Source: an optimization exercise on an open RTL-to-GDS flow (aim: small area). Production flows keep margins and buffers that such runs may drop. Where RTL was checked, it was by simulation tests only, not by an equivalence proof against the original. Only the layout flow was run in runs 2 to 5; the RTL was not checked for function there. Power is estimated from default activity; no workload was simulated.

$ cat design/flow/config.mk
export PLATFORM = sky130hd
export DESIGN_NAME = TX
export DESIGN_NICKNAME = TX
export VERILOG_FILES = /design/flow/design.v
export SDC_FILE = /design/flow/constraint.sdc
export NUM_CORES = 8
export LEC_CHECK = 0
export CAP_MARGIN = 20
export CORE_MARGIN = 2
export CORE_UTILIZATION = 40
export SLEW_MARGIN = 20
$ cat design/flow/constraint.sdc
create_clock -name core_clock -period 8.0 [get_ports {clk}]
set_input_delay 1.6000 -clock core_clock [delete_from_list [all_inputs] [get_ports {clk}]]
set_output_delay 1.6000 -clock core_clock [all_outputs]
set_load 0.01 [all_outputs]
$ cat design/flow/design.v
`timescale 1ns/1ns
module TX(input clk, input rst, input in, input run, input [3:0]rate, input tx_request, output [51:0]out, output valid, output ready, output reg [1:0]cr, output reg [1:0]mod);
reg [3:0]rate_reg;
wire run1, run2, run3, run4;
wire x_scrambled;
wire [1:0]x_encoded, x_matched;
wire [17:0]x0_interleaved, x1_interleaved;
wire [3:0]new_rate_reg;
assign new_rate_reg = (tx_request == 1'b1) ? rate : rate_reg;
scrambler tx_scrambler(.x(in), .initialState(7'd127), .run(run), .clk(clk), .reset(rst), .x_scrambled(x_scrambled), .valid(run1), .rdy(ready));
encoder tx_encoder(.clk(clk), .rst(rst), .x(x_scrambled), .run(run1), .x_encoded(x_encoded), .valid(run2));
cr_matcher tx_cr_matcher(.rst(rst), .clk(clk), .cr(cr), .x(x_encoded), .run(run2), .valid(run3), .x_matched(x_matched));
interleaver tx_interleaver(.clk(clk), .rst(rst), .run(run3), .x(x_matched), .mod(mod), .valid(run4), .x0_interleaved(x0_interleaved), .x1_interleaved(x1_interleaved));
mapper_pi tx_mapper_pi(.clk(clk), .rst(rst), .mod(mod), .x0(x0_interleaved), .x1(x1_interleaved), .run(run4), .valid_tx(valid), .x_out_tx(out));
always @ (*) begin
	if(rate_reg == 4'b1101) begin  
		cr = 2'b00 ;
		mod = 2'b00 ;
	end
	else if(rate_reg == 4'b1111) begin  
		cr = 2'b10 ;
		mod = 2'b00 ;
	end
	else if(rate_reg == 4'b0101) begin  
		cr = 2'b00 ;
		mod = 2'b01 ;
	end
	else if(rate_reg == 4'b0111) begin  
		cr = 2'b10 ;
		mod = 2'b01 ;
	end
	else if(rate_reg == 4'b1001) begin  
		cr = 2'b00 ;
		mod = 2'b10 ;
	end
	else if(rate_reg == 4'b1011) begin  
		cr = 2'b10 ;
		mod = 2'b10 ;
	end
	else if(rate_reg == 4'b0001) begin  
		cr = 2'b01 ;
		mod = 2'b11 ;
	end
	else begin  
		cr = 2'b10 ;
		mod = 2'b11 ;
	end
end
always @ (posedge clk, negedge rst) begin
	if(~rst) begin
		rate_reg <= 4'd0;
	end
	else begin
		rate_reg <= new_rate_reg;
	end
end
endmodule
`timescale 1ns/1ns
module scrambler(input x, input [6:0] initialState, input run, 
		input clk, input reset, output reg x_scrambled
		, output reg valid, output rdy);
	parameter seed_init = 1'b0, ready = 1'b1;
	wire valid_run, internal_xor;
	reg [6:0] scramblerInitBits;
	reg State;
	assign rdy = State;  
	assign valid_run = run & rdy;  
	assign internal_xor = scramblerInitBits[6] ^ scramblerInitBits[3];
	always @(posedge clk, negedge reset) begin
		if(~reset) begin
			State <= 1'b0;  
			scramblerInitBits[6:0] <= 7'd0;
			x_scrambled <= 1'b0;
			valid <= 1'b0;
		end
		else begin
			valid <= valid_run;  
			if(State == seed_init) begin
				State <= ready;
				scramblerInitBits[6:0] <= initialState[6:0];
				x_scrambled <= x_scrambled;
			end
			else begin   
				State <= State;
				if(valid_run) begin
					scramblerInitBits[6:1] <= scramblerInitBits[5:0]; 
					scramblerInitBits[0] <= internal_xor;
					x_scrambled <= x ^ internal_xor;
				end
				else begin  
					scramblerInitBits[6:0] <= scramblerInitBits[6:0];
					x_scrambled <= x_scrambled;
				end
			end
		end
	end
endmodule
`timescale 1ns/1ns
module encoder(input clk, input rst, input x, input run, output [1:0]x_encoded, output valid);
reg [5:0]state;
assign valid = run;
assign x_encoded[1] = x ^ state[4] ^ state[3] ^ state[1] ^ state[0];
assign x_encoded[0] = x ^ state[5] ^ state[4] ^ state[3] ^ state[0];
always @ (posedge clk, negedge rst) begin
	if(~rst) begin
		state <= 6'd0;
	end
	else begin
		if(valid) begin
			state[4:0] <= state[5:1];
			state[5] <= x;
			end
		else begin  
			state[5:0] <= state[5:0]; 
		end
	end
end
endmodule
`timescale 1ns/1ns
module cr_matcher(input rst, input clk, input [1:0]cr, input [1:0]x, input run, output valid, output [1:0]x_matched);
parameter s0 = 2'b00, s1 = 2'b01, s2 = 2'b10, s3 = 2'b11;
reg [1:0]s;
reg r1, r2;
wire [1:0]c1;
wire c2;
wire [1:0]new_s;
assign c1 = (cr == 2'b00) ? 2'b00 : (s == s0) ? 2'b00 : (s == s1) ? 2'b00 : (s == s2) ? 2'b01 : 2'b10;
assign c2 = (cr != 2'b01) ? 1'b0 : ((s == s0) || (s == s1)) ? 1'b0 : 1'b1;
assign valid = ((cr == 2'b00) || (s != s1)) ? run : 1'b0;
assign x_matched[1] = (c1 == 2'b00) ? x[1] : (c1 == 2'b01) ? r1 : r2;
assign x_matched[0] = (c2 == 1'b0) ? x[0] : x[1];
assign new_s = (s == s3) ? s0 : (s == s0) ? s1 : (s == s1) ? s2 : ((s == s2) && ((cr == 2'b00)||(cr == 2'b01))) ? s3 : s0;
always @ (posedge clk, negedge rst) begin
	if(~rst) begin
		s <= 2'b00;
		r1 <= 1'b0;
		r2 <= 1'b0;
	end
	else begin
		if(run) begin
			s <= new_s;
			r1 <= x[1];
			r2 <= x[0];
		end
		else begin
			s <= s;
			r1 <= r1;
			r2 <= r2;
		end
	end
end
endmodule
`timescale 1ns/1ns
module interleaver(input clk, input rst, input run, input [1:0]x, input [1:0]mod, output valid, output [17:0]x0_interleaved, output [17:0]x1_interleaved);
parameter s0 = 4'd0,s1 = 4'd1,s2 = 4'd2,s3 = 4'd3,s4 = 4'd4,s5 = 4'd5,s6 = 4'd6,s7 = 4'd7,s8 = 4'd8;
reg [135:0]evens, odds;
reg [3:0]s;
wire [17:0]inter1_evens, inter1_odds, pre_x_even, pre_x_odd;
wire gozero, count_run;
reg [1:0]inter_mod_even, inter_mod_odd;
reg [3:0]new_s;
assign inter1_evens[17:0] = {evens[0], evens[8], evens[16], evens[24], evens[32], evens[40], evens[48], evens[56], evens[64], evens[72], evens[80], evens[88], evens[96], evens[104], evens[112], evens[120], evens[128], x[1]};
assign inter1_odds[17:0] = {odds[0], odds[8], odds[16], odds[24], odds[32], odds[40], odds[48], odds[56], odds[64], odds[72], odds[80], odds[88], odds[96], odds[104], odds[112], odds[120], odds[128], x[0]};
assign count_run = (s == s0) ? run : 1'b0;
assign valid = (s != s0) ? run : 1'b0;
always @ (*) begin
	if(s == s0) begin
		new_s = ((run == 1'b1) && (gozero == 1'b1)) ? s1 : s;
	end
	else if(s == s1) begin
		new_s = (run == 1'b1) ? s2 : s;
	end
	else if(s == s2) begin
		new_s = (run == 1'b1) ? s3 : s;
	end
	else if(s == s3) begin
		new_s = (run == 1'b1) ? s4 : s;
	end
	else if(s == s4) begin
		new_s = (run == 1'b1) ? s5 : s;
	end
	else if(s == s5) begin
		new_s = (run == 1'b1) ? s6 : s;
	end
	else if(s == s6) begin
		new_s = (run == 1'b1) ? s7 : s;
	end
	else if(s == s7) begin
		new_s = (run == 1'b1) ? s8 : s;
	end
	else begin
		new_s = (run == 1'b1) ? s0 : s;
	end
end
always @ (*) begin
	if((mod == 2'd0) || (mod == 2'd1)) begin
		inter_mod_even = 2'd0;
		inter_mod_odd = 2'd0;
	end
	else if(mod == 2'd2) begin
		inter_mod_even = 2'd0;
		inter_mod_odd = 2'd1;
	end
	else begin
		if((s == s0) || (s == s1)) begin
			inter_mod_even = 2'd0;
			inter_mod_odd = 2'd2;
		end
		else if(s == s2) begin
			inter_mod_even = 2'd3;
			inter_mod_odd = 2'd0;
		end
		else if(s == s3) begin
			inter_mod_even = 2'd2;
			inter_mod_odd = 2'd3;
		end
		else if(s == s4) begin
			inter_mod_even = 2'd0;
			inter_mod_odd = 2'd2;
		end
		else if(s == s5) begin
			inter_mod_even = 2'd3;
			inter_mod_odd = 2'd0;
		end
		else if(s == s6) begin
			inter_mod_even = 2'd2;
			inter_mod_odd = 2'd3;
		end
		else if(s == s7) begin
			inter_mod_even = 2'd0;
			inter_mod_odd = 2'd2;
		end
		else begin
			inter_mod_even = 2'd3;
			inter_mod_odd = 2'd0;
		end
	end
end
interleave2_even inter2_even(.inter_mod(inter_mod_even), .in(inter1_evens), .out(pre_x_even));
interleave2_odd inter2_odd(.inter_mod(inter_mod_odd), .in(inter1_odds), .out(pre_x_odd));
counter8 counter(.clk(clk), .rst(rst), .run(count_run), .mod(mod), .gozero(gozero));
regulator regulator_even(.x(pre_x_even), .mod(mod), .x_regulated(x0_interleaved));
regulator regulator_odd(.x(pre_x_odd), .mod(mod), .x_regulated(x1_interleaved));
always @ (posedge clk, negedge rst) begin
	if(~rst) begin
		s <= 4'd0;
		evens <= 136'd0;
		odds <= 136'd0;
	end
	else begin
		s <= new_s;
		if(run == 1'b1) begin
			evens <= {x[1], evens[135:1]};
			odds <= {x[0], odds[135:1]};
		end
		else begin
			evens <= evens;
			odds <= odds;
		end
	end
end
endmodule
`timescale 1ns/1ns
module interleave2_even(input [1:0]inter_mod, input [17:0]in, output reg [17:0]out);
always @ (*) begin
	if(inter_mod == 2'd3) begin  
		out[5:0] = {in[3], in[5], in[4], in[0], in[2], in[1]};
		out[11:6] = {in[9], in[11], in[10], in[6], in[8], in[7]};
		out[17:12] = {in[15], in[17], in[16], in[12], in[14], in[13]};
	end
	else if(inter_mod == 2'd2) begin  
		out[5:0] = {in[4], in[3], in[5], in[1], in[0], in[2]};
		out[11:6] = {in[10], in[9], in[11], in[7], in[6], in[8]};
		out[17:12] = {in[16], in[15], in[17], in[13], in[12], in[14]};
	end
	else begin  
		out[5:0] = {in[5], in[4], in[3], in[2], in[1], in[0]};
		out[11:6] = {in[11], in[10], in[9], in[8], in[7], in[6]};
		out[17:12] = {in[17], in[16], in[15], in[14], in[13], in[12]};
	end
end
endmodule
`timescale 1ns/1ns
module interleave2_odd(input [1:0]inter_mod, input [17:0]in, output reg [17:0]out);
always @ (*) begin
	if(inter_mod == 2'd3) begin  
		out[5:0] = {in[3], in[5], in[4], in[0], in[2], in[1]};
		out[11:6] = {in[9], in[11], in[10], in[6], in[8], in[7]};
		out[17:12] = {in[15], in[17], in[16], in[12], in[14], in[13]};
	end
	else if(inter_mod == 2'd2) begin  
		out[5:0] = {in[4], in[3], in[5], in[1], in[0], in[2]};
		out[11:6] = {in[10], in[9], in[11], in[7], in[6], in[8]};
		out[17:12] = {in[16], in[15], in[17], in[13], in[12], in[14]};
	end
	else if(inter_mod == 2'd1) begin  
		out[5:0] = {in[4], in[5], in[2], in[3], in[0], in[1]};
		out[11:6] = {in[10], in[11], in[8], in[9], in[6], in[7]};
		out[17:12] = {in[17], in[16], in[15], in[14], in[13], in[12]};  
	end
	else begin  
		out[5:0] = {in[5], in[4], in[3], in[2], in[1], in[0]};
		out[11:6] = {in[11], in[10], in[9], in[8], in[7], in[6]};
		out[17:12] = {in[17], in[16], in[15], in[14], in[13], in[12]};
	end
end
endmodule
`timescale 1ns/1ns
module counter8(input clk, input rst, input run, input [1:0]mod, output gozero);
reg [7:0]count;
wire [7:0]count_end;
assign count_end = (mod == 2'd0) ? 8'd15 : (mod == 2'd1) ? 8'd39 : (mod == 2'd2) ? 8'd87 : 8'd135;
assign gozero = (count == count_end)? 1'b1 : 1'b0;
always @(posedge clk, negedge rst) begin
	if(~rst) begin
		count <= 8'd0;
	end
	else if((run == 1'b1) && (gozero == 1'b1)) begin
		count <= 8'd0;
	end
	else if((run == 1'b1) && (gozero == 1'b0)) begin
		count <= count + 1'b1;
	end
	else begin
		count <= count;
	end
end
endmodule
`timescale 1ns/1ns
module regulator(input [17:0]x, input [1:0]mod, output [17:0]x_regulated);
assign x_regulated = (mod == 2'd0) ? {x[17:3],x[0],x[1],x[2]} : (mod == 2'd1) ? {x[17:6],x[0],x[1],x[2],x[3],x[4],x[5]} : (mod == 2'd2)? {x[17:12],x[0],x[1],x[2],x[3],x[4],x[5],x[6],x[7],x[8],x[9],x[10],x[11]} : {x[0],x[1],x[2],x[3],x[4],x[5],x[6],x[7],x[8],x[9],x[10],x[11],x[12],x[13],x[14],x[15],x[16],x[17]};
endmodule
`timescale 1ns/1ns
module mapper_pi(input clk, input rst, input [1:0]mod, input [17:0]x0, input [17:0]x1, input run, output reg valid_tx, output[51:0]x_out_tx);  
reg [47:0]out_flop;
reg [2:0]s;
wire [47:0]x_out;
wire scram_run, pilot_type;
wire [1:0]useless;
reg [5:0]subc0, subc1, subc2, subc3, subc4, subc5;
assign scram_run = (s == 3'd0) ? run : 1'b0;
assign x_out_tx[51:48] = (s == 3'd0)?{pilot_type, 3'b001}:(s == 3'd1)? 4'd0:(s == 3'd2)?{pilot_type, 3'b001}:(s == 3'd3)? 4'd0:(s == 3'd4)?{pilot_type, 3'b001}:(s == 3'd5)? 4'd0:(s == 3'd6)?{(~pilot_type), 3'b001} : 4'd0;
assign x_out_tx[47:0] = out_flop;
always @ (*) begin
	if(mod == 2'd0) begin  
		subc0 = {5'd0, x0[0]};
		subc1 = {5'd0, x0[1]};
		subc2 = {5'd0, x0[2]};
		subc3 = {5'd0, x1[0]};
		subc4 = {5'd0, x1[1]};
		subc5 = {5'd0, x1[2]};
	end
	else if(mod == 2'd1) begin  
		subc0 = {4'd0, x0[1:0]};
		subc1 = {4'd0, x0[3:2]};
		subc2 = {4'd0, x0[5:4]};
		subc3 = {4'd0, x1[1:0]};
		subc4 = {4'd0, x1[3:2]};
		subc5 = {4'd0, x1[5:4]};
	end
	else if(mod == 2'd2) begin  
		subc0 = {2'd0, x0[3:0]};
		subc1 = {2'd0, x0[7:4]};
		subc2 = {2'd0, x0[11:8]};
		subc3 = {2'd0, x1[3:0]};
		subc4 = {2'd0, x1[7:4]};
		subc5 = {2'd0, x1[11:8]};
	end
	else begin  
		subc0 = x0[5:0];
		subc1 = x0[11:6];
		subc2 = x0[17:12];
		subc3 = x1[5:0];
		subc4 = x1[11:6];
		subc5 = x1[17:12];
	end
end
mapper map0(.x(subc0), .mod(mod), .x_mapped(x_out[7:0]));
mapper map1(.x(subc1), .mod(mod), .x_mapped(x_out[15:8]));
mapper map2(.x(subc2), .mod(mod), .x_mapped(x_out[23:16]));
mapper map3(.x(subc3), .mod(mod), .x_mapped(x_out[31:24]));
mapper map4(.x(subc4), .mod(mod), .x_mapped(x_out[39:32]));
mapper map5(.x(subc5), .mod(mod), .x_mapped(x_out[47:40]));
scrambler scram_pilot(.x(1'b0), .initialState(7'd127), .run(scram_run), .clk(clk), .reset(rst), .x_scrambled(pilot_type), .valid(useless[1]), .rdy(useless[0]));
always @ (posedge clk, negedge rst) begin
	if(~rst) begin
		s <= 3'd0;
		out_flop <= 48'd0;
		valid_tx <= 1'b0;
	end
	else begin
		valid_tx <= run;
		if(run) begin
			s <= s + 1'b1;
			out_flop <= x_out;
		end
		else begin
			s <= s;
			out_flop <= out_flop;
		end
	end
end
endmodule
`timescale 1ns/1ns
module mapper(input [5:0]x, input [1:0]mod, output reg [7:0]x_mapped);
always @ (*) begin
	if(mod == 2'd0) begin  
		x_mapped = (x[0] == 1'b1) ? 8'h10 : 8'h90;
	end
	else if(mod == 2'd1) begin  
		x_mapped[7:4] = (x[0] == 1'b1) ? 4'h1 : 4'h9;
		x_mapped[3:0] = (x[1] == 1'b1) ? 4'h1 : 4'h9;
	end
	else if(mod == 2'd2) begin  
		x_mapped[7:4] = (x[1:0] == 2'd0) ? 4'hb:(x[1:0] == 2'd1) ? 4'h3:(x[1:0] == 2'd2) ? 4'h9: 4'h1;
		x_mapped[3:0] = (x[3:2] == 2'd0) ? 4'hb:(x[3:2] == 2'd1) ? 4'h3:(x[3:2] == 2'd2) ? 4'h9: 4'h1;
	end
	else begin  
		x_mapped[7:4] = (x[2:0] == 3'd0) ? 4'hf:(x[2:0] == 3'd1) ? 4'h7:(x[2:0] == 3'd2) ? 4'h9:(x[2:0] == 3'd3) ? 4'h1:(x[2:0] == 3'd4) ? 4'hd:(x[2:0] == 3'd5) ? 4'h5:(x[2:0] == 3'd6) ? 4'hb:4'h3;
		x_mapped[3:0] = (x[5:3] == 3'd0) ? 4'hf:(x[5:3] == 3'd1) ? 4'h7:(x[5:3] == 3'd2) ? 4'h9:(x[5:3] == 3'd3) ? 4'h1:(x[5:3] == 3'd4) ? 4'hd:(x[5:3] == 3'd5) ? 4'h5:(x[5:3] == 3'd6) ? 4'hb:4'h3;
	end
end
endmodule
$ cat design/flow/run.sh
#!/bin/bash
# synth_recipe.tcl (not shown) runs the flow's synth.tcl, then flattens the netlist and writes it again
# the make line also repeats each setting of config.mk as NAME=value (left out here)
make -C /OpenROAD-flow-scripts/flow DESIGN_CONFIG=/design/flow/config.mk WORK_HOME=/design/flow/orfs CLKGATE_MAP_FILE= SYNTH_SCRIPT=/design/flow/synth_recipe.tcl finish
==> run summary, run 1 <==
- M3 GR Usage: 3.36%
- Avg Vias per Cell: 5.41
- Clock sink total: 358
- GRT Total Usage: 16.0%
- Critical path arrival: 2650 ps
- Clock latency on the worst-skew pair: 530 ps
- Maximum VDD drop: 0.135 mV
- PD cells: 281 nW/um^2
- Hold Startpoint: tx_mapper_pi.out_flop[31]$_DFFE_PN0P_
- Relative slew margins: 30.0%
- Die X: 203 um
- Layout overhead on the synthesized area: 13.7%
- Clock buffer depth: 3
- Status: finished clean
- Mapped Cells: 1252
- IO Count: 67
- Worst path required time: 6400 ps
- Gpl congestion: 0.900
- Largest net degree at the start of global routing: 190
- Grt peak-use layer: met2
- Worst setup SP type: flop
- R2r worst-path depth: 9
- Fmax: 0.235 GHz
- CTS buffer count: 37
- Core Area: 39500 um^2
- Post-Syn Area: 15900 um^2
- Largest regs: tx_interleaver.evens: 136 flops, tx_interleaver.odds: 136 flops, tx_mapper_pi.out_flop: 38 flops
- Placement row count: 73
- Average wire per standard cell: 17.6 um
- Max Slew Vio Count: 0
- Met2 usage in global routing: 23.6%
- Nets: 1293
- Tightest Hold Check Type: flop to flop
- Chip height: 203 um
- DP HPWL: 21000 um
- CTS resizes: 0
- Fraction of the yosys area taken by sequential cells: 56.4%
- Crit path max-delay cell type: dfrtp_1
- FFs w/ async S/R, synth: 100%
- Antenna cells: 0
- Max Fanout on Critical Path: 22
- Max-Cap Viols: 0
- # setup viols final: 0
- Reg clk slew, reported paths: 70 ps
- Hold Path Sink: tx_mapper_pi.out_flop[31]$_DFFE_PN0P_
- Slowest stage delay, CP: 880 ps
- WS Path Type: flop to output port
- Fin crit period: 4250 ps
- Worst-Margin Slew: 1050 ps
- # port buffers: 64
- GR Overflow Total: 0
- Final Total Pwr: 0.00507 W
- Residual DRC: 0
- Final wirelength: 32300 um
- Worst reg2reg setup slack: 4290 ps
- Avg Synthesized Cell Area: 12.7 um^2
- Layout cells sized above 1: 27.0%
- Post-CTS Hold Buffers: 0
- RSZ-0062 raised after global routing: false
- Ys Warns: 10
- Yosys reg bits: 358
- Starting Density: 40.3%
- CP cell instances: inv_1 -> nand2_1 -> nor2_1 -> clkdlybuf4s50_1
- Root buf cell: clkbuf_16
- Crit share post-route: 53.2%
- DRT iter0 DRCs: 793
- First-pass DRT Iterations: 5
- Setup TNS: 0 ps
- TritonCTS clock tree: built
- Initial antenna violation count: 0
- Vias in the first global route: 9767
- Number of enable flip-flop cells after synthesis: 0
- WHS Path Cells: 1
- Hold Vio Cnt, Final: 0
- Primary FF master, synth: dfrtp_1
- Clock Skew: 20.3 ps
- LEAKAGE: 8.63 nW
- Reg-to-Reg Start: rate_reg[2]$_DFFE_PN0P_
- Count of different cell masters after synthesis: 93
- GR Util met1: 23.2%
- Vias: 9901
- Post CTS Setup Buffer Count: 0
- First-pass GRT wire length: 53700 um
- Die area: 41300 um^2
- Antenna Nets Post-Route: 0
- Crit path buf inv count: 2
- CP endpoint kind: output port
- Worst path top cell family by delay: flip-flops
- Reg-to-Reg End: tx_mapper_pi.out_flop[21]$_DFFE_PN0P_
- H-tree Lvls: 2
## synth_stat cells, types with 15 or more instances
library cell	number	share of area, %
nand2_1	96	2.3
clkbuf_1	27	0.64
buf_2	31	0.98
a21oi_1	28	0.88
o31ai_1	15	0.71
o21ai_1	20	0.63
dfrtp_1	358	56
nand3_1	19	0.60
buf_4	21	0.99
o22ai_1	21	0.83
mux2_1	26	1.8
nor2_1	57	1.3
mux2_2	252	18
mux2i_1	17	1.1
o21ai_0	39	1.2
## where the power goes
group | switching, W | total (W) | leakage [nW] | internal [W]
combinational | 0.000621 | 0.00116 | 3.16 | 0.000540
sequential | 0.000165 | 0.00215 | 4.86 | 0.00199
clock | 0.000692 | 0.00176 | 0.615 | 0.00107
## placed cells by master, fill, tap and decap left out, drive strengths merged, types with 17 or more instances in the layout
cell type        n
dfrtp          358
mux2           278
nand2           96
clkdlybuf4s50   63
o21ai           61
nor2            59
clkbuf          55
a21oi           30
o22ai           21
nand3           21
inv             18
mux2i           17
## logic make-up (layout without fill, tap and decap cells)
group	Yosys count	after routing	share of synthesized area, %
AO/OA/AOI/OAI	221	221	9.93
XOR/XNOR	20	20	1.28
adder cells (fa/ha/maj)	8	8	0.614
buffers and inverters	104	155	3.43
flip-flops	358	358	56.4
multiplexers	295	295	20.8
other	2	3	0.0473
AND/OR/NAND/NOR	244	244	7.52
## area by class of cell
type / count / area, um^2
Fill cell: 3588 / 21400
Clock buffer: 55 / 1120
Sequential cell: 358 / 8960
Timing Repair Buffer: 72 / 731
Multi-Input combinational cell: 791 / 6390
Inverter: 17 / 63.8
Tap cell: 525 / 657
Clock inverter: 11 / 143
## per-layer routing
| metal | part of all wire, % | routed length (um) |
|---|---|---|
| met3 | 6.2 | 1990 |
| met1 | 47 | 15300 |
| met5 | 0 | 0 |
| met2 | 43 | 14000 |
| met4 | 3.1 | 994 |
## stage by stage
step / hold WS, ps / instances / instance area (um^2) / util [%] / setup WS [ps]
after floorplan: 443 / 1253 / 15900 / - / 5170
after global placement: 456 / 1763 / 16800 / 42.6 / 4370
after detailed placement: 464 / 1763 / 16800 / 42.6 / 4340
after CTS: 481 / 1829 / 18100 / 45.8 / 3750
after global routing: 498 / 1829 / 18100 / 45.8 / 3670
final: 477 / 1829 / 18100 / 45.8 / 3750
## worst max path at each step
stage / start / to / slack [ps] / depth (start not counted)
floorplan: tx_mapper_pi.s[0]$_DFFE_PN0P_ / out[51] / 5170 / 4
global placement: rate_reg[0]$_DFFE_PN0P_ / mod[1] / 4370 / 3
detailed placement: rate_reg[2]$_DFFE_PN0P_ / cr[0] / 4340 / 4
CTS: rate_reg[2]$_DFFE_PN0P_ / cr[0] / 3750 / 4
global route: rate_reg[2]$_DFFE_PN0P_ / cr[0] / 3670 / 4
finish: rate_reg[2]$_DFFE_PN0P_ / cr[0] / 3750 / 4
==> inputs of run 2 (changes only) <==
==> design/flow/design.v (replaced) <==
`timescale 1ns/1ns
module TX(input clk, input rst, input in, input run, input [3:0]rate, input tx_request, output [51:0]out, output valid, output ready, output [1:0]cr, output [1:0]mod);
reg m1, m0, c1;
assign mod = {m1, m0};
assign cr = {c1, ~c1 & m1 & m0};
always @(posedge clk, negedge rst) begin
	if(~rst) begin
		m1 <= 1'b1; m0 <= 1'b1; c1 <= 1'b1;
	end
	else if(tx_request) begin
		m1 <= ~(rate[2] & rate[0]);
		m0 <= ~(rate[3] & rate[0]);
		c1 <= rate[1] | ~rate[0];
	end
end
reg st;               
reg [6:0] sc;         
reg [6:0] d;          
reg v1;
wire vr = run & st;
wire fb = sc[6] ^ sc[3];
assign ready = st;
always @(posedge clk, negedge rst) begin
	if(~rst) begin
		st <= 1'b0;
		sc <= 7'h7f;
		d <= 7'd0;
		v1 <= 1'b0;
	end
	else begin
		st <= 1'b1;
		v1 <= vr;
		if(vr) begin
			sc <= {sc[5:0], fb};
			d <= {d[5:0], in ^ fb};
		end
	end
end
wire ea = d[0] ^ d[2] ^ d[3] ^ d[5] ^ d[6];
wire eb = d[0] ^ d[1] ^ d[2] ^ d[3] ^ d[6];
reg [1:0] ps;
reg r1, r2;
wire cr_half = ~c1 & ~cr[0];
wire v3 = v1 & (cr_half | ps != 2'd1);
wire xa = (cr_half | ps[1] == 1'b0) ? ea : (ps == 2'd2) ? r1 : r2;
wire xb = (cr[0] & ps[1]) ? ea : eb;
always @(posedge clk, negedge rst) begin
	if(~rst) begin
		ps <= 2'd0;
	end
	else if(v1) begin
		ps <= (ps == 2'd3) ? 2'd0 : (ps == 2'd2) ? ((~c1) ? 2'd3 : 2'd0) : ps + 2'd1;
	end
end
always @(posedge clk) begin
	if(v1) begin
		r1 <= ea;
		r2 <= eb;
	end
end
reg [136:0] ev, od;
always @(posedge clk) begin
	if(v3) begin
		ev <= {xa, ev[136:90], (mod == 2'd2) ? xa : ev[89], ev[88:42], (mod == 2'd1) ? xa : ev[41], ev[40:18], (mod == 2'd0) ? xa : ev[17], ev[16:1]};
		od <= {xb, od[136:90], (mod == 2'd2) ? xb : od[89], od[88:42], (mod == 2'd1) ? xb : od[41], od[40:18], (mod == 2'd0) ? xb : od[17], od[16:1]};
	end
end
reg [4:0] g;
reg [2:0] w;
reg vt;
wire [4:0] glast = (mod == 2'd0) ? 5'd2 : (mod == 2'd1) ? 5'd5 : (mod == 2'd2) ? 5'd11 : 5'd17;
wire oph = (g == glast);
always @(posedge clk, negedge rst) begin
	if(~rst) begin
		g <= 5'd0;
		w <= 3'd0;
		vt <= 1'b0;
	end
	else begin
		vt <= v3 & oph;
		if(v3) begin
			w <= w + 3'd1;
			if(w == 3'd7) g <= oph ? 5'd0 : g + 5'd1;
		end
	end
end
assign valid = vt;
reg [6:0] pl;
always @(posedge clk, negedge rst) begin
	if(~rst) pl <= 7'h7f;
	else if(v3 & oph & (w == 3'd0)) pl <= {pl[5:0], pl[6] ^ pl[3]};
end
wire [17:0] E, F;
genvar k;
generate for(k = 0; k < 18; k = k + 1) begin : taps
	assign E[k] = ev[8*k];
	assign F[k] = od[8*k];
end endgenerate
wire [2:0] j = w - 3'd1;
wire [1:0] j3 = (j == 3'd0 || j == 3'd3 || j == 3'd6) ? 2'd0 : (j == 3'd1 || j == 3'd4 || j == 3'd7) ? 2'd1 : 2'd2;
reg [17:0] x0, x1;
integer b;
always @(*) begin
	x0 = E;
	x1 = F;
	if(mod == 2'd3) begin
		for(b = 0; b < 6; b = b + 1) begin
			case(j3)
				2'd0: begin x0[3*b+2 -: 3] = E[3*b+2 -: 3]; x1[3*b+2 -: 3] = {F[3*b], F[3*b+2], F[3*b+1]}; end
				2'd1: begin x0[3*b+2 -: 3] = {E[3*b+1], E[3*b], E[3*b+2]}; x1[3*b+2 -: 3] = F[3*b+2 -: 3]; end
				default: begin x0[3*b+2 -: 3] = {E[3*b], E[3*b+2], E[3*b+1]}; x1[3*b+2 -: 3] = {F[3*b+1], F[3*b], F[3*b+2]}; end
			endcase
		end
	end
	else if(mod == 2'd2) begin
		for(b = 0; b < 6; b = b + 1)
			x1[2*b+1 -: 2] = {F[2*b], F[2*b+1]};
	end
end
function [7:0] map(input [5:0] x, input [1:0] m);
	case(m)
		2'd0: map = {~x[0], 3'b001, 4'b0000};
		2'd1: map = {~x[0], 3'b001, ~x[1], 3'b001};
		2'd2: map = {~x[0], 1'b0, ~x[1], 1'b1, ~x[2], 1'b0, ~x[3], 1'b1};
		default: map = {~x[0], ~x[1], ~(x[1] ^ x[2]), 1'b1, ~x[3], ~x[4], ~(x[4] ^ x[5]), 1'b1};
	endcase
endfunction
wire [5:0] s0 = (mod == 2'd0) ? {5'd0, x0[0]} : (mod == 2'd1) ? {4'd0, x0[1:0]} : (mod == 2'd2) ? {2'd0, x0[3:0]} : x0[5:0];
wire [5:0] s1 = (mod == 2'd0) ? {5'd0, x0[1]} : (mod == 2'd1) ? {4'd0, x0[3:2]} : (mod == 2'd2) ? {2'd0, x0[7:4]} : x0[11:6];
wire [5:0] s2 = (mod == 2'd0) ? {5'd0, x0[2]} : (mod == 2'd1) ? {4'd0, x0[5:4]} : (mod == 2'd2) ? {2'd0, x0[11:8]} : x0[17:12];
wire [5:0] s3 = (mod == 2'd0) ? {5'd0, x1[0]} : (mod == 2'd1) ? {4'd0, x1[1:0]} : (mod == 2'd2) ? {2'd0, x1[3:0]} : x1[5:0];
wire [5:0] s4 = (mod == 2'd0) ? {5'd0, x1[1]} : (mod == 2'd1) ? {4'd0, x1[3:2]} : (mod == 2'd2) ? {2'd0, x1[7:4]} : x1[11:6];
wire [5:0] s5 = (mod == 2'd0) ? {5'd0, x1[2]} : (mod == 2'd1) ? {4'd0, x1[5:4]} : (mod == 2'd2) ? {2'd0, x1[11:8]} : x1[17:12];
assign out[47:0] = {map(s5, mod), map(s4, mod), map(s3, mod), map(s2, mod), map(s1, mod), map(s0, mod)};
wire pt = pl[0] ^ (w[2] & w[1]);
assign out[51:48] = {~w[0] & pt, 2'b00, ~w[0]};
endmodule
==> run 2 against run 1 <==
  * Still clean on timing, DRC and antenna
  * Non-clock buffer count fell by 10
  * Cell count fell by 35%
  * Combinational power rose by about 50%
  * Worst hold slack got worse by 65 ps
  * First-iteration DRC count fell by 17%
  * Global-route usage fell by 2.2 points
==> run summary, run 2 <==
- H-tree Lvls: 1 (-1)
- Final wirelength: 21800 um (-32%)
- Starting Density: 40.9% (+0.63 points)
- Post CTS Setup Buffer Count: 0 (unchanged)
- Maximum VDD drop: 0.216 mV (+60%)
- PD cells: 383 nW/um^2 (+37%)
- CP Launch Point: w[0]$_DFFE_PN0P_
- Tightest Hold Check Type: flop to flop
- FFs w/ async S/R, synth: 11.8% (-88 points)
- Antenna cells: 0 (unchanged)
- Clock Skew: 10.1 ps (-10.2 ps)
- Area leader, netlist: edfxtp_1
- Count of different cell masters after synthesis: 64 (-31%)
- Max Fanout on Critical Path: 54 (+150%)
- Post-CTS Hold Buffers: 0 (unchanged)
- Placement row count: 62 (-15%)
- Worst setup SP type: flop
- Fmax: 0.164 GHz (-30%)
- Worst setup path end: out[29]
- Synth Area in Compound Gates: 7.44% (-2.5 points)
- LEAKAGE: 4.73 nW (-45%)
- Average wire per standard cell: 18.5 um (+4.6%)
- Fill cells: 2476 (-31%)
- Chip height: 176 um (-13%)
- Post-synth top area share: 70.0% (+14 points)
- Avg Vias per Cell: 5.16 (-4.7%)
- Largest family of logic cells by synthesized area: compound AO/OA/AOI/OAI gates
- Fin crit period: 6090 ps (+1840 ps)
- Crit share post-route: 76.1% (+23 points)
- Adder-cell area share of the yosys netlist: 0.846% (+0.23 points)
- GR Overflow Total: 0 (unchanged)
- Post-Syn Area: 11800 um^2 (-26%)
- Largest regs: ev: 137 flops, od: 137 flops
- RSZ-0062 raised after global routing: false
- Post-layout util: 47.4% (+1.6 points)
- Worst path required time: 6400 ps (about the same)
- Synth area leaders: edfxtp_1 70%, dfrtp_1 4.2%, dfstp_2 3.8%
- CTS buffer count: 31 (-16%)
- Worst reg2reg setup slack: 4310 ps (+20 ps)
- Die X: 176 um (-13%)
- Vias in the first global route: 5664 (-42%)
- Setup TNS: 0 ps (unchanged)
- First-pass GRT wire length: 33200 um (-38%)
- Worst hold slack: 412 ps (-65.3 ps)
- Post-synthesis mux area share: 4.07% (-17 points)
- Mapped Cells: 712 (-43%)
- Avg Synthesized Cell Area: 16.6 um^2 (+31%)
- First-pass DRT Iterations: 5 (unchanged)
- GRT Total Usage: 13.8% (-2.2 points)
- Reg-to-Reg End: ev[48]$_DFFE_PP_
- Status: finished clean
- Top-count cell post-synth: edfxtp_1
- Fraction of the yosys area taken by sequential cells: 78.0% (+22 points)
- Number of enable flip-flop cells after synthesis: 276 (+276)
- # port buffers: 58 (-9.4%)
- # setup viols final: 0 (unchanged)
- TritonCTS clock tree: built
- Multi-input gate area: 2300 um^2 (-64%)
- Primary FF master, synth: edfxtp_1
- DRT iter0 DRCs: 661 (-17%)
- Worst-Margin Slew: 1060 ps (+8.75 ps)
- Sequential cell area: 9240 um^2 (+3.1%)
- WHS Path Cells: 0 (-1)
- CP endpoint kind: output port
- Critical path arrival: 4490 ps (+1840 ps)
- Synth top cells by count: 276 x edfxtp_1, 60 x nand2_1, 39 x nor2_1
- Gpl congestion: 0.804 (-11%)
- WS Path Type: flop to output port
- Reg-to-Reg Start: m0$_DFFE_PN1P_
- Root buf cell: clkbuf_16
- R2r worst-path depth: 5 (-4)
- Core Area: 28900 um^2 (-27%)
- Die area: 31000 um^2 (-25%)
- CTS resizes: 0 (unchanged)
- Antenna Nets Post-Route: 0 (unchanged)
- Nets: 792 (-39%)
- Commonest non-fill, non-tap cell in the layout: edfxtp_1
- Hold Vio Cnt, Final: 0 (unchanged)
- DP HPWL: 13100 um (-38%)
- Most frequent cells in the layout: 276 x edfxtp_1, 60 x nand2_1, 58 x clkdlybuf4s50_1
- Max Slew Vio Count: 0 (unchanged)
- Clock latency on the worst-skew pair: 540 ps (about the same)
- Initial antenna violation count: 0 (unchanged)
- Yosys reg bits: 313 (-13%)
- Relative slew margins: 29.0% (-0.93 points)
- Max-Cap Viols: 0 (unchanged)
- IO Count: 67 (unchanged)
- Simple-gate share of the synthesized area: 5.04% (-2.5 points)
- Ys Warns: 1 (-9)
- Layout cells sized above 1: 14.0% (-13 points)
- Clock buffer depth: 3 (unchanged)
- XOR/XNOR Fraction of Synth Area: 1.77% (+0.48 points)
- Clock sink total: 313 (-13%)
- Residual DRC: 0 (unchanged)
- Vias: 6095 (-38%)
- Largest net degree at the start of global routing: 118 (-38%)
- Reg clk slew, reported paths: 60 ps (about the same)
- Layout overhead on the synthesized area: 16.0%
run 2: changes by cell type after synthesis, sizes merged, moves of 15 or more:
cell | before | now
dfrtp | 358 | 20
edfxtp | 0 | 276
mux2 | 278 | 21
nand2 | 96 | 60
buf | 60 | 27
o21ai | 61 | 39
nor2 | 59 | 41
dfstp | 0 | 17
clkbuf | 27 | 12
o31ai | 16 | 1
run 2: worst min path at each step:
stage,startpoint,to
after floorplan,ev[1]$_DFFE_PP_,ev[0]$_DFFE_PP_
after global placement,ev[93]$_DFFE_PP_,ev[92]$_DFFE_PP_
after global routing,od[44]$_DFFE_PP_,od[43]$_DFFE_PP_
after CTS,od[116]$_DFFE_PP_,od[115]$_DFFE_PP_
final,ev[2]$_DFFE_PP_,ev[1]$_DFFE_PP_
after detailed placement,ev[2]$_DFFE_PP_,ev[1]$_DFFE_PP_
run 2: final cells by class:
type	count	area share, %
Clock buffer	32	5.68
Clock inverter	24	1.57
Tap cell	384	3.50
Inverter	23	0.684
Multi-Input combinational cell	344	16.8
Sequential cell	313	67.3
Timing Repair Buffer	62	4.48
run 2: worst max-delay path, stage by stage (launching register included):
cell and delay [ps]:
dfrtp_1 460, inv_1 140, ha_1 250, xnor2_2 840
mux2i_4 350, buf_4 470, o22ai_1 130, or3_1 350
xnor2_1 140, o22ai_1 210, clkdlybuf4s50_1 600
run 2: power breakdown:
group / internal (W) / switching, W
sequential: 0.00200 / 0.000111
clock: 0.000806 / 0.000598
combinational: 0.000750 / 0.000991
total: 0.00356 / 0.00170
run 2: cells by family after synthesis:
kind of cell / after synthesis
other: 2
AND/OR/NAND/NOR: 132
flip-flops: 313
adder cells (fa/ha/maj): 8
XOR/XNOR: 23
AO/OA/AOI/OAI: 136
buffers and inverters: 62
multiplexers: 36
run 2: layer usage:
layer	vias up	GRT usage, %	wire length, um
met5	-	0	0
li1	2805	-	-
met3	35	2.86	1390
met1	3058	22.1	10500
met2	197	19.3	9430
met4	0	3.27	464
run 2: per-stage QoR:
stage | total power (W) | setup WS, ps | instances | area [um^2]
2_1_floorplan | 0.00328 | 755 | 719 | 11900
3_3_place_gp | 0.00384 | 2660 | 1126 | 12700
3_5_place_dp | 0.00387 | 2560 | 1126 | 12700
4_1_cts | 0.00529 | 1940 | 1182 | 13700
5_1_grt | 0.00553 | 1690 | 1182 | 13700
6_report | 0.00526 | 1910 | 1182 | 13700
==> inputs of run 3 (changes only) <==
--- a/design/flow/config.mk
+++ b/design/flow/config.mk
@@ -9,3 +9,4 @@
 export CORE_MARGIN = 2
 export CORE_UTILIZATION = 40
+export CTS_BUF_LIST = sky130_fd_sc_hd__clkbuf_4
 export SLEW_MARGIN = 20
==> run 3 against run 2 <==
  * Still clean on timing, DRC and antenna
  * Power is 0.91% lower
  * Sequential power hardly changed
  * Clock power shrank 3%
  * Wire length increased by 2.7%
  * Flip-flop and latch count is the same
  * Clock skew grew 25 ps
  * Setup slack worse by 60 ps
  * Die area is the same
  * Critical path type unchanged
==> run summary, run 3 <==
- TritonCTS clock tree: built
- Count of different cell masters after synthesis: 64 (unchanged)
- PD cells: 379 nW/um^2 (-0.99%)
- GR Overflow Total: 0 (unchanged)
- Average wire per standard cell: 17.8 um (-3.4%)
- Core Area: 28900 um^2 (unchanged)
- CP endpoint kind: output port
- Grt peak-use layer: met1
- Max-Cap Viols: 0 (unchanged)
- Worst-Margin Slew: 1060 ps (-1.04 ps)
- Chip height: 176 um (unchanged)
- Crit share post-route: 76.9% (+0.75 points)
- WS Path Type: flop to output port
- M3 GR Usage: 4.26% (+1.4 points)
- H-tree Lvls: 3 (+2)
- DP HPWL: 13100 um (unchanged)
- Die X: 176 um (unchanged)
- Worst setup SP type: flop
- Die area: 31000 um^2 (unchanged)
- GR Util met1: 21.9% (-0.14 points)
- Dpl cell area: 12700 um^2 (unchanged)
- Vias in the first global route: 6149 (+8.6%)
- Fmax: 0.163 GHz (-0.98%)
- Maximum VDD drop: 0.230 mV (+6.6%)
- Hold Vio Cnt, Final: 0 (unchanged)
- Most frequent cells in the layout: 276 x edfxtp_1, 115 x clkbuf_4, 60 x nand2_1
- Residual DRC: 0 (unchanged)
- Synth top cells by count: 276 x edfxtp_1, 60 x nand2_1, 39 x nor2_1
- Clock latency on the worst-skew pair: 660 ps (+120 ps)
- Reg-to-Reg Start: m1$_DFFE_PN1P_
- # port buffers: 58 (unchanged)
- Critical path depth: 10 (unchanged)
- Final wirelength: 22400 um (+2.7%)
- CP Launch Point: w[0]$_DFFE_PN0P_
- Worst path required time: 6400 ps (about the same)
- Area leader, netlist: edfxtp_1
- # setup viols final: 0 (unchanged)
- Worst setup path end: out[29]
- Largest regs: ev: 137 flops, od: 137 flops
- Top-count cell post-synth: edfxtp_1
- Tightest Hold Check Type: flop to flop
- Post-CTS Hold Buffers: 0 (unchanged)
- Ys Warns: 1 (unchanged)
- Antenna cells: 0 (unchanged)
- Clock Skew: 34.9 ps (+24.8 ps)
- Commonest non-fill, non-tap cell in the layout: edfxtp_1
- Initial antenna violation count: 0 (unchanged)
- Reg clk slew, reported paths: 80 ps (+20 ps)
- LEAKAGE: 4.85 nW (+2.5%)
- Relative slew margins: 29.1% (+0.070 points)
- First-pass DRT Iterations: 5 (unchanged)
- Yosys reg bits: 313 (unchanged)
- Starting Density: 40.9% (unchanged)
- Finished Cell Area: 13700 um^2 (about the same)
- Setup TNS: 0 ps (unchanged)
- GRT Total Usage: 14.5% (+0.69 points)
- Reg-to-Reg End: ev[11]$_DFFE_PP_
- Slowest stage delay, CP: 840 ps (about the same)
- Number of enable flip-flop cells after synthesis: 276 (unchanged)
- IO Count: 67 (unchanged)
- Cell mode on critical path: o22ai_1
- FFs w/ async S/R, synth: 11.8% (unchanged)
- Nets: 838 (+5.8%)
- Vias: 6406 (+5.1%)
- Synth area leaders: edfxtp_1 70%, dfrtp_1 4.2%, dfstp_2 3.8%
- Fin crit period: 6150 ps (+60.3 ps)
- Critical path arrival: 4550 ps (+60 ps)
- Mapped Cells: 712 (unchanged)
- Post-synth top area share: 70.0% (unchanged)
- Avg Synthesized Cell Area: 16.6 um^2 (unchanged)
- Worst path top cell family by delay: buffers and inverters
- Antenna Nets Post-Route: 0 (unchanged)
- CTS resizes: 0 (unchanged)
- Clock buffer depth: 3 (unchanged)
- CP cell instances: inv_1 -> ha_1 -> xnor2_2 -> mux2i_4 -> buf_4 -> o22ai_1 -> or3_1 -> xnor2_1 -> o22ai_1 -> clkdlybuf4s50_1
- Layout cells sized above 1: 21.1% (+7.0 points)
- Max Fanout on Critical Path: 54 (unchanged)
- Fraction of the yosys area taken by sequential cells: 78.0% (unchanged)
- DRT iter0 DRCs: 709 (+7.3%)
- R2r worst-path depth: 5 (unchanged)
- Primary FF master, synth: edfxtp_1
- Met2 usage in global routing: 19.6% (+0.25 points)
- Post-Syn Area: 11800 um^2 (unchanged)
- Largest net degree at the start of global routing: 118 (unchanged)
- Crit path buf inv count: 3 (unchanged)
- Crit path max-delay cell type: xnor2_2
- CTS buffer count: 77 (+150%)
- Max Slew Vio Count: 0 (unchanged)
- Worst reg2reg setup slack: 4310 ps (about the same)
- Layout overhead on the synthesized area: 16.0% (about the same)
- Root buf cell: clkbuf_4
- Gpl congestion: 0.804 (unchanged)
- Clock sink total: 313 (unchanged)
- Placement row count: 62 (unchanged)
- Avg Vias per Cell: 5.10 (-1.2%)
- RSZ-0062 raised after global routing: false
- Status: finished clean
- Post CTS Setup Buffer Count: 0 (unchanged)
- First-pass GRT wire length: 34300 um (+3.4%)
-- run 3: worst reg2reg max path: stages, from the launching register on --
cell,delay [ps]
dfstp_2,850
and2_1,560
nor2_1,120
o21ai_1,680
inv_8,460
buf_4,610
-- run 3: how the worst min path moves through the flow --
| stage | from | to | slack [ps] | depth (start not counted) |
|---|---|---|---|---|
| finish | ev[91]$_DFFE_PP_ | ev[90]$_DFFE_PP_ | 390 | 0 |
| global route | od[61]$_DFFE_PP_ | od[60]$_DFFE_PP_ | 370 | 0 |
| CTS | ev[91]$_DFFE_PP_ | ev[90]$_DFFE_PP_ | 390 | 0 |
| detailed placement | ev[2]$_DFFE_PP_ | ev[1]$_DFFE_PP_ | 400 | 0 |
| global placement | ev[93]$_DFFE_PP_ | ev[92]$_DFFE_PP_ | 400 | 0 |
| floorplan | ev[1]$_DFFE_PP_ | ev[0]$_DFFE_PP_ | 400 | 0 |
-- run 3: kinds of logic (layout without fill, tap and decap cells) --
kind of cell	count (synthesis)	count (layout)	share of synthesized area (%)
compound gates	136	136	7.44
xor+xnor	23	23	1.77
fa+ha+maj	8	8	0.846
buf+inv	62	216	2.72
flops	313	313	78.0
mux	36	36	4.07
other cells	2	9	0.0635
simple gates	132	132	5.04
-- run 3: through the flow --
stage          setup slack [ps]  std cells  power, W  hold WS, ps  util [%]
3_5_place_dp               2560       1126   0.00387          405      44.0
4_1_cts                    1800       1257   0.00526          391      47.4
6_report                   1850       1257   0.00521          388      47.5
2_1_floorplan               755        719   0.00328          400         -
3_3_place_gp               2660       1126   0.00384          401      44.0
5_1_grt                    1550       1257   0.00551          374      47.5
-- run 3: final cells by class --
cell class                 instances  area, um^2
fill                            2520       15200
sequential                       313        9240
multi-input combinational        344        2300
clock buffer                     115         863
timing repair buffer              62         614
tap                              384         480
clock inverter                    16         141
inverter                          23        93.8
-- run 3: power by group --
group	switching [W]	internal, W
registers	0.000110	0.00200
logic	0.000994	0.000750
clock network	0.000604	0.000751
total	0.00171	0.00350
-- run 3: per-layer routing --
metal	part of all wire, %	wire [um]
met1	48	10700
met2	43	9660
met3	7.0	1580
met4	2.2	497
met5	0	0
==> inputs of run 4 (changes only) <==
--- a/design/flow/config.mk
+++ b/design/flow/config.mk
@@ -8,5 +8,6 @@
 export CAP_MARGIN = 20
 export CORE_MARGIN = 2
-export CORE_UTILIZATION = 40
-export CTS_BUF_LIST = sky130_fd_sc_hd__clkbuf_4
+export CORE_UTILIZATION = 70
+export CTS_BUF_LIST = sky130_fd_sc_hd__clkbuf_8
+export PLACE_DENSITY = 0.8
 export SLEW_MARGIN = 20
==> run 4 against run 3 <==
  * Largest cell class unchanged
  * Synthesized area did not move
  * Synthesized cell count stayed put
  * Worst hold slack improved by 23 ps
  * Clock power decreased by 16%
  * Setup slack gained 40 ps
  * Critical path type unchanged
  * Critical path depth fell by 1
  * Combinational power is essentially flat
  * First-iteration DRC count decreased by 1.3%
==> run summary, run 4 <==
- Relative slew margins: 29.3% (+0.15 points)
- Antenna cells: 0 (unchanged)
- Hold Startpoint: ev[84]$_DFFE_PP_
- Worst setup SP type: flop
- Yosys reg bits: 313 (unchanged)
- # setup viols final: 0 (unchanged)
- Final wirelength: 21400 um (-4.6%)
- Worst reg2reg setup slack: 3510 ps (-800 ps)
- Post-synth top area share: 70.0% (unchanged)
- Primary FF master, synth: edfxtp_1
- GR Overflow Total: 0 (unchanged)
- Ys Warns: 1 (unchanged)
- Synth area leaders: edfxtp_1 70%, dfrtp_1 4.2%, dfstp_2 3.8%
- Die area: 18000 um^2 (-42%)
- WS Path Type: flop to output port
- Post CTS Setup Buffer Count: 0 (unchanged)
- Max Fanout on Critical Path: 17 (-69%)
- Fmax: 0.164 GHz (+0.66%)
- Top-count cell post-synth: edfxtp_1
- Die X: 134 um (-24%)
- WHS Path Cells: 0 (unchanged)
- Area leader, netlist: edfxtp_1
- CTS resizes: 0 (unchanged)
- Hold Vio Cnt, Final: 0 (unchanged)
- Clock buffer depth: 3 (unchanged)
- Synth top cells by count: 276 x edfxtp_1, 60 x nand2_1, 39 x nor2_1
- FFs w/ async S/R, synth: 11.8% (unchanged)
- Post-layout util: 80.7% (+33 points)
- CP endpoint kind: output port
- Largest regs: ev: 137 flops, od: 137 flops
- Vias in the first global route: 6151 (+0.033%)
- Post-CTS Hold Buffers: 0 (unchanged)
- Worst path required time: 6400 ps (about the same)
- DP HPWL: 12700 um (-2.7%)
- Reg-to-Reg End: od[126]$_DFFE_PP_
- Nets: 808 (-3.6%)
- Count of different cell masters after synthesis: 64 (unchanged)
- Post-Syn Area: 11800 um^2 (unchanged)
- First-pass DRT Iterations: 11 (+6)
- Chip height: 134 um (-24%)
- Number of enable flip-flop cells after synthesis: 276 (unchanged)
- Antenna Nets Post-Route: 0 (unchanged)
- Reg-to-Reg Start: m0$_DFFE_PN1P_
- Initial antenna violation count: 0 (unchanged)
- Avg Synthesized Cell Area: 16.6 um^2 (unchanged)
- Avg Vias per Cell: 6.14 (+20%)
- Commonest non-fill, non-tap cell in the layout: edfxtp_1
- CTS buffer count: 46 (-40%)
- First-pass GRT wire length: 32700 um (-4.7%)
- RSZ-0062 raised after global routing: false
- IO Count: 67 (unchanged)
- Core Area: 16500 um^2 (-43%)
- DRT iter0 DRCs: 700 (-1.3%)
- Maximum VDD drop: 0.261 mV (+13%)
- Root buf cell: clkbuf_8
- Most frequent cells in the layout: 276 x edfxtp_1, 60 x nand2_1, 58 x clkdlybuf4s50_1
- # port buffers: 58 (unchanged)
- Clock sink total: 313 (unchanged)
- GRT Total Usage: 24.3% (+9.8 points)
- Vias: 6386 (-0.31%)
- Crit share post-route: 76.4% (-0.50 points)
- PD cells: 376 nW/um^2 (-0.91%)
- Placement row count: 47 (-24%)
- Fraction of the yosys area taken by sequential cells: 78.0% (unchanged)
- Critical path arrival: 4510 ps (-40 ps)
- Reg clk slew, reported paths: 60 ps (-20 ps)
- Residual DRC: 0 (unchanged)
- Starting Density: 71.6% (+31 points)
- Tightest Hold Check Type: flop to flop
- Worst-Margin Slew: 1060 ps (-2.27 ps)
- LEAKAGE: 4.74 nW (-2.3%)
- Fill cells: 818 (-68%)
- R2r worst-path depth: 6 (+1)
- Max-Cap Viols: 0 (unchanged)
- Clock latency on the worst-skew pair: 550 ps (-110 ps)
- TritonCTS clock tree: built
- Fin crit period: 6110 ps (-40.1 ps)
- H-tree Lvls: 2 (-1)
- Gpl congestion: 0.859 (+6.8%)
- Largest net degree at the start of global routing: 110 (-6.8%)
- Sequential cell area: 9240 um^2 (unchanged)
- Layout overhead on the synthesized area: 12.7%
- Clock Skew: 17.4 ps (-17.5 ps)
- Status: finished clean
- Layout cells sized above 1: 14.3% (-6.8 points)
- Average wire per standard cell: 20.6 um (+15%)
- Multi-input gate area: 2300 um^2 (unchanged)
- Mapped Cells: 712 (unchanged)
- Max Slew Vio Count: 0 (unchanged)
- Setup TNS: 0 ps (unchanged)
- Hold Path Sink: ev[83]$_DFFE_PP_
-- run 4: layout make-up --
| class | instances | share of cell area [%] |
|---|---|---|
| inverters | 23 | 0.704 |
| flip-flops and latches | 313 | 69.3 |
| well taps | 220 | 2.06 |
| clock inverters | 29 | 1.12 |
| clock buffers | 48 | 4.95 |
| repair buffers | 63 | 4.64 |
| multi-input cells | 344 | 17.3 |
-- run 4: worst max path at each step --
| stage | startpoint | endpoint | slack [ps] | depth (start not counted) |
|---|---|---|---|---|
| finish | w[0]$_DFFE_PN0P_ | out[17] | 1890 | 9 |
| global route | w[0]$_DFFE_PN0P_ | out[17] | 1710 | 9 |
| CTS | w[0]$_DFFE_PN0P_ | out[17] | 1880 | 9 |
| detailed placement | w[0]$_DFFE_PN0P_ | out[17] | 2540 | 9 |
| global placement | w[0]$_DFFE_PN0P_ | out[17] | 2800 | 9 |
| floorplan | m0$_DFFE_PN1P_ | g[0]$_DFFE_PN0P_ | 750 | 8 |
-- run 4: cells by family after synthesis --
logic type | synth area share, %
AO/OA/AOI/OAI | 7.44
AND/OR/NAND/NOR | 5.04
XOR/XNOR | 1.77
adder cells (fa/ha/maj) | 0.846
multiplexers | 4.07
buffers and inverters | 2.72
other | 0.0635
flip-flops | 78.0
-- run 4: worst max-delay path, cell delays in order, from the launching register on --
cell and delay [ps]:
dfrtp_1 460, inv_1 140, ha_1 250, xnor2_2 840, mux2i_4 670, mux2i_1 290, xor2_1 180, a21oi_1 90
a211oi_1 420, clkdlybuf4s50_1 620
-- run 4: metal layers --
| layer | global-route usage, % | up-vias | share of wire (%) |
|---|---|---|---|
| met4 | 11.3 | 0 | 4.2 |
| met3 | 6.39 | 90 | 10 |
| met1 | 35.3 | 3058 | 41 |
| li1 | - | 2836 | - |
| met5 | 0 | - | 0 |
| met2 | 35.3 | 402 | 44 |
-- run 4: power by group --
group | switching, W | total [W] | internal [W]
sequential | 0.000112 | 0.00212 | 0.00200
clock | 0.000559 | 0.00114 | 0.000585
combinational | 0.00100 | 0.00175 | 0.000752
-- run 4: per-stage QoR --
stage | total power, W | std cells | area, um^2 | hold WS [ps] | setup slack [ps]
after detailed placement | 0.00385 | 963 | 12500 | 405 | 2540
final | 0.00501 | 1040 | 13300 | 411 | 1890
after CTS | 0.00501 | 1040 | 13300 | 413 | 1880
after global routing | 0.00524 | 1040 | 13300 | 414 | 1710
after floorplan | 0.00328 | 719 | 11900 | 400 | 755
after global placement | 0.00377 | 963 | 12500 | 400 | 2800
==> inputs of run 5 (changes only) <==
--- a/design/flow/config.mk
+++ b/design/flow/config.mk
@@ -10,4 +10,6 @@
 export CORE_UTILIZATION = 70
 export CTS_BUF_LIST = sky130_fd_sc_hd__clkbuf_8
+export CTS_CLUSTER_DIAMETER = 60
+export CTS_CLUSTER_SIZE = 20
 export PLACE_DENSITY = 0.8
 export SLEW_MARGIN = 20
==> run 5 against run 4 <==
  * Setup slack got worse by 38 ps
  * Synthesized area did not move
  * Sequential share of layout area rose by 2.4 points
  * Worst hold slack improved by 9.4 ps
  * Synthesized cell count did not move
  * Cell area fell by 3.3%
  * Core utilization fell by 2.7 points
  * Critical path depth did not move
  * Wire length fell by 2.7%
  * Register-to-register slack barely moved
  * Fmax fell by 0.62%
==> run summary, run 5 <==
- Commonest non-fill, non-tap cell in the layout: edfxtp_1
- Layout cells sized above 1: 11.3% (-3.0 points)
- Worst path required time: 6400 ps (about the same)
- Primary FF master, synth: edfxtp_1
- Fraction of the yosys area taken by sequential cells: 78.0% (unchanged)
- Area leader, netlist: edfxtp_1
- Internal: 0.00300 W (-10%)
- Placement row count: 47 (unchanged)
- Tightest Hold Check Type: flop to flop
- # setup viols final: 0 (unchanged)
- Hold Path Sink: od[13]$_DFFE_PP_
- Nets: 782 (-3.2%)
- Gpl congestion: 0.859 (unchanged)
- Dpl cell area: 12500 um^2 (unchanged)
- Sequential cell area: 9240 um^2 (unchanged)
- Maximum VDD drop: 0.256 mV (-1.9%)
- Chip height: 134 um (unchanged)
- Post-CTS Hold Buffers: 0 (unchanged)
- Avg Vias per Cell: 6.22 (+1.3%)
- Reg-to-Reg Start: m0$_DFFE_PN1P_
- Worst-Margin Slew: 1040 ps (-12.4 ps)
- IO Count: 67 (unchanged)
- Post CTS Setup Buffer Count: 0 (unchanged)
- Clock latency on the worst-skew pair: 540 ps (about the same)
- Core Area: 16500 um^2 (unchanged)
- Fill cells: 891 (+8.9%)
- CTS resizes: 0 (unchanged)
- Worst reg2reg setup slack: 3520 ps (about the same)
- GRT Total Usage: 23.2% (-1.0 points)
- Synth area leaders: edfxtp_1 70%, dfrtp_1 4.2%, dfstp_2 3.8%
- CTS buffer count: 20 (-57%)
- Die area: 18000 um^2 (unchanged)
- Average wire per standard cell: 20.8 um (+1.3%)
- Reg clk slew, reported paths: 120 ps (+60 ps)
- WS Path Type: flop to output port
- DP HPWL: 12700 um (unchanged)
- Seq pwr share: 46.0% (+3.8 points)
- R2r worst-path depth: 6 (unchanged)
- Critical path arrival: 4550 ps (+40 ps)
- H-tree Lvls: 1 (-1)
- Count of different cell masters after synthesis: 64 (unchanged)
- Max Fanout on Critical Path: 17 (unchanged)
- First-pass GRT wire length: 31600 um (-3.2%)
- Largest regs: ev: 137 flops, od: 137 flops
- Relative slew margins: 30.1% (+0.83 points)
- Max Slew Vio Count: 0 (unchanged)
- Finished Cell Area: 12900 um^2 (-3.3%)
- Worst setup SP type: flop
- TritonCTS clock tree: built
- Residual DRC: 0 (unchanged)
- Clock share of power: 15.7% (-7.1 points)
- CP endpoint kind: output port
- Fmax: 0.163 GHz (-0.62%)
- Initial antenna violation count: 0 (unchanged)
- Vias: 6212 (-2.7%)
- Root buf cell: clkbuf_8
- Final wirelength: 20800 um (-2.7%)
- Number of enable flip-flop cells after synthesis: 276 (unchanged)
- Most frequent cells in the layout: 276 x edfxtp_1, 60 x nand2_1, 58 x clkdlybuf4s50_1
- Post-synth top area share: 70.0% (unchanged)
- Clock Skew: 17.4 ps (-0.00700 ps)
- Antenna cells: 0 (unchanged)
- Status: finished clean
- # port buffers: 58 (unchanged)
- Layout overhead on the synthesized area: 8.94%
- Setup TNS: 0 ps (unchanged)
- Vias in the first global route: 5937 (-3.5%)
- LEAKAGE: 4.49 nW (-5.3%)
- Hold Startpoint: od[14]$_DFFE_PP_
- WHS Path Cells: 0 (unchanged)
- FFs w/ async S/R, synth: 11.8% (unchanged)
- Starting Density: 71.6% (unchanged)
- Synth top cells by count: 276 x edfxtp_1, 60 x nand2_1, 39 x nor2_1
- Ys Warns: 1 (unchanged)
- Yosys reg bits: 313 (unchanged)
- Die X: 134 um (unchanged)
- Fin crit period: 6150 ps (+38.1 ps)
- Largest net degree at the start of global routing: 110 (unchanged)
- Multi-input gate area: 2300 um^2 (unchanged)
- Clock sink total: 313 (unchanged)
- Max-Cap Viols: 0 (unchanged)
- Avg Synthesized Cell Area: 16.6 um^2 (unchanged)
- Post-Syn Area: 11800 um^2 (unchanged)
- Switch share: 34.5% (+1.1 points)
- First-pass DRT Iterations: 6 (-5)
- Top-count cell post-synth: edfxtp_1
- RSZ-0062 raised after global routing: false
- Mapped Cells: 712 (unchanged)
- Antenna Nets Post-Route: 0 (unchanged)
- Sw power: 0.00158 W (-5.4%)
- DRT iter0 DRCs: 762 (+8.9%)
- Clock buffer depth: 3 (unchanged)
- Reg-to-Reg End: od[133]$_DFFE_PP_
- GR Overflow Total: 0 (unchanged)
- PD cells: 356 nW/um^2 (-5.3%)
- Hold Vio Cnt, Final: 0 (unchanged)
- Crit share post-route: 76.8% (+0.48 points)
- Logic pwr share: 38.2% (+3.2 points)
[run 5: final cells by class]
cell class	count	area share, %
clock buffers	21	2.24
clock inverters	15	0.592
inverters	23	0.728
multi-input cells	344	17.9
flip-flops and latches	313	71.6
well taps	220	2.14
repair buffers	63	4.80
[run 5: kinds of logic after synthesis]
logic type	after synthesis	synth area share, %
compound gates	136	7.44
xor+xnor	23	1.77
fa+ha+maj	8	0.846
buf+inv	62	2.72
flops	313	78.0
mux	36	4.07
other cells	2	0.0635
simple gates	132	5.04
[run 5: critical path, stage by stage, from the launching register on]
cell,delay [ps]
dfrtp_1,490
inv_1,140
ha_1,250
xnor2_2,830
mux2i_4,670
mux2i_1,300
xor2_1,180
a21oi_1,90
a211oi_1,440
clkdlybuf4s50_1,630
[run 5: power groups by stage]
stage / clock, W / combinational [W] / sequential (W)
2_1_floorplan: 0 / 0.00115 / 0.00213
3_3_place_gp: 0 / 0.00164 / 0.00213
3_5_place_dp: 0 / 0.00171 / 0.00214
4_1_cts: 0.000744 / 0.00172 / 0.00211
5_1_grt: 0.000795 / 0.00187 / 0.00213
6_report: 0.000722 / 0.00175 / 0.00211
[run 5: worst max path at each step]
stage / startpoint / end / slack, ps / depth (start not counted)
2_1_floorplan: m0$_DFFE_PN1P_ / g[0]$_DFFE_PN0P_ / 750 / 8
3_3_place_gp: w[0]$_DFFE_PN0P_ / out[17] / 2800 / 9
3_5_place_dp: w[0]$_DFFE_PN0P_ / out[17] / 2540 / 9
4_1_cts: w[0]$_DFFE_PN0P_ / out[17] / 1900 / 9
5_1_grt: w[0]$_DFFE_PN0P_ / out[17] / 1710 / 9
6_report: w[0]$_DFFE_PN0P_ / out[17] / 1850 / 9
[run 5: metrics by stage]
step	setup WS (ps)	util, %	hold slack (ps)	total power, W	instances
final	1850	78.0	420	0.00459	999
after global routing	1710	78.0	415	0.00479	999
after detailed placement	2540	75.8	405	0.00385	963
after floorplan	755	-	400	0.00328	719
after CTS	1900	78.0	415	0.00458	999
after global placement	2800	75.8	400	0.00377	963
[run 5: metal layers]
metal,routed length [um],vias to the layer above,GRT usage [%]
li1,-,2764,-
met1,8700,2989,34.5
met2,9380,382,35.4
met3,2050,77,4.46
met4,699,0,8.48
met5,0,-,0

## port drivers added, routing unchanged
The flow's constraints put no driver on any port. The routed layouts listed below were extracted and timed again, unchanged, in two steps. Step 1 (the two cells are an assumption about what drives the block):
set clk [get_ports {clk}]
set_driving_cell -lib_cell sky130_fd_sc_hd__clkbuf_16 $clk
set_driving_cell -lib_cell sky130_fd_sc_hd__buf_2 [delete_from_list [all_inputs] $clk]
Step 2 adds t to the input delays and takes it off the output delays; t is the mean of the earliest and latest rising clock arrival at the registers after step 1. Input paths then give back, and output paths get back, about the clock's delay inside the block. Three values: no drivers, after step 1, after step 2; two values: the first two.
| run | shift t [ns] | slack for setup (ns) | hold slack, ns | worst slew at a driven data input, ns | cell pins on the clock port's net |
|---|---|---|---|---|---|
| run 1 | 0.573 | 3.747 / 3.694 / 4.267 | 0.477 / 0.477 / 0.477 | 0.05 | 1 |
| run 2 | 0.585 | 1.911 / 1.865 / 2.450 | 0.412 / 0.412 / 0.412 | 0.03 | 1 |
| run 3 | 0.685 | 1.850 / 1.812 / 2.497 | 0.388 / 0.388 / 0.388 | 0.03 | 1 |
| run 4 | 0.584 | 1.891 / 1.849 / 2.433 | 0.411 / 0.411 / 0.411 | 0.03 | 1 |
| run 5 | 0.575 | 1.852 / 1.813 / 2.388 | 0.420 / 0.420 / 0.420 | 0.03 | 1 |
After both steps every run listed still meets setup and hold.
